From an optimization exercise on the open Yosys and OpenROAD flow, aimed at small area and a short achievable clock period; shortcuts taken in it are not production practice.
Function was checked by simulation only, so behaviour that the tests miss may differ from the original.

oak:
## ROTATING_VECTORING
module ROTATING_VECTORING(clk, xi, yi, xf, yf);
  input clk;
  input [15:0] xi, yi;
  output [15:0] xf, yf;
  reg [7:0] E;
  wire ad1_m = ~(1'b1);
  wire ad1_p0 = xi[0] ^ (yi[0] ^ ad1_m);
  wire ad1_p1 = xi[1] ^ (yi[1] ^ ad1_m);
  wire ad1_p2 = xi[2] ^ (yi[2] ^ ad1_m);
  wire ad1_p3 = xi[3] ^ (yi[3] ^ ad1_m);
  wire ad1_p4 = xi[4] ^ (yi[4] ^ ad1_m);
  wire ad1_p5 = xi[5] ^ (yi[5] ^ ad1_m);
  wire ad1_p6 = xi[6] ^ (yi[6] ^ ad1_m);
  wire ad1_p7 = xi[7] ^ (yi[7] ^ ad1_m);
  wire ad1_p8 = xi[8] ^ (yi[8] ^ ad1_m);
  wire ad1_p9 = xi[9] ^ (yi[9] ^ ad1_m);
  wire ad1_p10 = xi[10] ^ (yi[10] ^ ad1_m);
  wire ad1_p11 = xi[11] ^ (yi[11] ^ ad1_m);
  wire ad1_p12 = xi[12] ^ (yi[12] ^ ad1_m);
  wire ad1_p13 = xi[13] ^ (yi[13] ^ ad1_m);
  wire ad1_p14 = xi[14] ^ (yi[14] ^ ad1_m);
  wire ad1_p15 = xi[15] ^ (yi[15] ^ ad1_m);
  wire ad1_g0_0 = (xi[0] & (yi[0] ^ ad1_m)) | (ad1_p0 & (1'b0 ^ ad1_m));
  wire ad1_g1_0 = xi[1] & (yi[1] ^ ad1_m);
  wire ad1_g2_0 = xi[2] & (yi[2] ^ ad1_m);
  wire ad1_g3_0 = xi[3] & (yi[3] ^ ad1_m);
  wire ad1_g4_0 = xi[4] & (yi[4] ^ ad1_m);
  wire ad1_g5_0 = xi[5] & (yi[5] ^ ad1_m);
  wire ad1_g6_0 = xi[6] & (yi[6] ^ ad1_m);
  wire ad1_g7_0 = xi[7] & (yi[7] ^ ad1_m);
  wire ad1_g8_0 = xi[8] & (yi[8] ^ ad1_m);
  wire ad1_g9_0 = xi[9] & (yi[9] ^ ad1_m);
  wire ad1_g10_0 = xi[10] & (yi[10] ^ ad1_m);
  wire ad1_g11_0 = xi[11] & (yi[11] ^ ad1_m);
  wire ad1_g12_0 = xi[12] & (yi[12] ^ ad1_m);
  wire ad1_g13_0 = xi[13] & (yi[13] ^ ad1_m);
  wire ad1_g14_0 = xi[14] & (yi[14] ^ ad1_m);
  wire ad1_g15_0 = xi[15] & (yi[15] ^ ad1_m);
  wire ad1_g1_1 = ad1_g1_0 | (ad1_p1 & ad1_g0_0);
  wire ad1_pp1_1 = ad1_p1 & ad1_p0;
  wire ad1_g2_1 = ad1_g2_0 | (ad1_p2 & ad1_g1_0);
  wire ad1_pp2_1 = ad1_p2 & ad1_p1;
  wire ad1_g3_1 = ad1_g3_0 | (ad1_p3 & ad1_g2_0);
  wire ad1_pp3_1 = ad1_p3 & ad1_p2;
  wire ad1_g4_1 = ad1_g4_0 | (ad1_p4 & ad1_g3_0);
  wire ad1_pp4_1 = ad1_p4 & ad1_p3;
  wire ad1_g5_1 = ad1_g5_0 | (ad1_p5 & ad1_g4_0);
  wire ad1_pp5_1 = ad1_p5 & ad1_p4;
  wire ad1_g6_1 = ad1_g6_0 | (ad1_p6 & ad1_g5_0);
  wire ad1_pp6_1 = ad1_p6 & ad1_p5;
  wire ad1_g7_1 = ad1_g7_0 | (ad1_p7 & ad1_g6_0);
  wire ad1_pp7_1 = ad1_p7 & ad1_p6;
  wire ad1_g8_1 = ad1_g8_0 | (ad1_p8 & ad1_g7_0);
  wire ad1_pp8_1 = ad1_p8 & ad1_p7;
  wire ad1_g9_1 = ad1_g9_0 | (ad1_p9 & ad1_g8_0);
  ...
Size: ~3,400 cells after synthesis.
==> flow/config.mk <==
export PLATFORM = sky130hd
export DESIGN_NAME = ROTATING_VECTORING
export DESIGN_NICKNAME = ROTATING_VECTORING
export VERILOG_FILES = /design/flow/design.v
export SDC_FILE = /design/flow/constraint.sdc
export NUM_CORES = 4
export LEC_CHECK = 0
export ABC_AREA = 1
export CAP_MARGIN = 20
export CORE_MARGIN = 2
export CORE_UTILIZATION = 40
export CTS_CLUSTER_DIAMETER = 100
export CTS_CLUSTER_SIZE = 24
export PLACE_DENSITY = 0.75
export SETUP_SLACK_MARGIN = 5
export SLEW_MARGIN = 20
export TNS_END_PERCENT = 50
==> flow/constraint.sdc <==
create_clock -name core_clock -period 8.0 [get_ports {clk}]
set_input_delay 1.6000 -clock core_clock [delete_from_list [all_inputs] [get_ports {clk}]]
set_output_delay 1.6000 -clock core_clock [all_outputs]
set_load 0.01 [all_outputs]
run.sh (not shown) runs the stock make flow with config.mk's settings and CLKGATE_MAP_FILE= SYNTH_SCRIPT=/design/flow/synth_recipe.tcl, a recipe that flattens the netlist after the stock synthesis.
## Diff of input files: pine against oak
Settings: clearing TNS_END_PERCENT, which used to be 50; swapping 40 for 50 in CORE_UTILIZATION.
==> notes.md <==
In pine relative to oak, average wire per standard cell had gone up by a few percent.
[compare] base=oak new=pine: share of post-route cells with drive strength above 1 higher, synthesis-to-layout area growth lower.
Count of plain and timing-repair buffers in the layout in pine is 7 above oak.
The register-to-register slack in pine sits 40 ps below the value recorded for oak.
oak was routed with fewer vias than pine.
The final reports for pine and oak show total track usage higher in the former.
Total wire length after detailed routing sits higher in pine than in oak.
Of pine and oak, the higher design area belongs to oak.

---

ROTATING_VECTORING again, from the RTL that the note above started with.
Settings: LEC_CHECK=0, ABC_AREA=1, CAP_MARGIN=20, CORE_MARGIN=2, CORE_UTILIZATION=40, SETUP_SLACK_MARGIN=5, SLEW_MARGIN=20; clock period 8.0 ns.
Next try:
CTS_CLUSTER_DIAMETER = 100   (was default)
CTS_CLUSTER_SIZE = 30   (was default)
PLACE_DENSITY = 0.75   (was default)
Utilization goes down by 1.5 points.
Hold slack gets better by 0.0084 ns.
Next try:
CTS_CLUSTER_DIAMETER = 120   (was 100)
CTS_CLUSTER_SIZE = 20   (was 30)
What happened: The changed run finished clean. Fmax rose slightly. Via count hardly moves. Sequential share of layout area hardly moves. Utilization stays flat. Clock-buffer cell count goes up by 4. Cell count barely changes. Worst hold slack got worse by 0.0056 ns.
Next try:
CTS_CLUSTER_DIAMETER = default   (was 120)
CTS_CLUSTER_SIZE = default   (was 20)
Final cell count climbs by 1.4%.
Sequential cell count does not change.
Setup slack got worse by 0.033 ns.
Final area is higher by 3.1%.
Global-route usage increases by 0.40 points.
Area after synthesis is unchanged.

-- re-timing with driven ports --
How much do the figures lean on ideal ports? The routed layouts below were timed once more, with nothing changed but the port constraints. Step 1 sets driving cells, clkbuf_16 on the clock port and buf_2 on the other inputs (assumed; they add their load-dependent delay and slew). Step 2, shift: input delay + t, output delay - t, t = (earliest + latest rising clock arrival at the registers) / 2. This alone moves slack from input paths to output paths. a / b / c = no drivers / after step 1 / after step 2; a / b = the first two.
| run | shift t [ns] | setup WS [ns] | hold WS [ns] | clock arrival spread, ns | slew at the worst register clock pin (ns) |
|---|---|---|---|---|---|
| oak | 0.627 | 4.978 / 4.922 / 4.423 | 0.330 / 0.330 / 0.330 | 0.028 / 0.029 | 0.10 / 0.10 |
| pine | 0.625 | 5.007 / 5.007 / 4.447 | 0.327 / 0.327 / 0.327 | 0.018 / 0.017 | 0.09 / 0.09 |
| the first run of note 2 | 0.654 | 5.010 / 5.010 / 4.432 | 0.325 / 0.325 / 0.325 | 0.032 / 0.032 | 0.07 / 0.07 |
| the second run of note 2 | 0.640 | 5.023 / 5.023 / 4.486 | 0.333 / 0.333 / 0.333 | 0.049 / 0.050 | 0.12 / 0.12 |
| the third run of note 2 | 0.655 | 5.059 / 5.065 / 4.441 | 0.328 / 0.328 / 0.328 | 0.042 / 0.043 | 0.09 / 0.09 |
| the fourth run of note 2 | 0.672 | 5.025 / 5.025 / 4.444 | 0.321 / 0.321 / 0.321 | 0.031 / 0.031 | 0.06 / 0.06 |
After both steps every run listed still meets setup and hold. For the third run of note 2, which loses most, drivers alone change the setup slack by +0.006 ns; drivers and shift together by -0.618 ns.
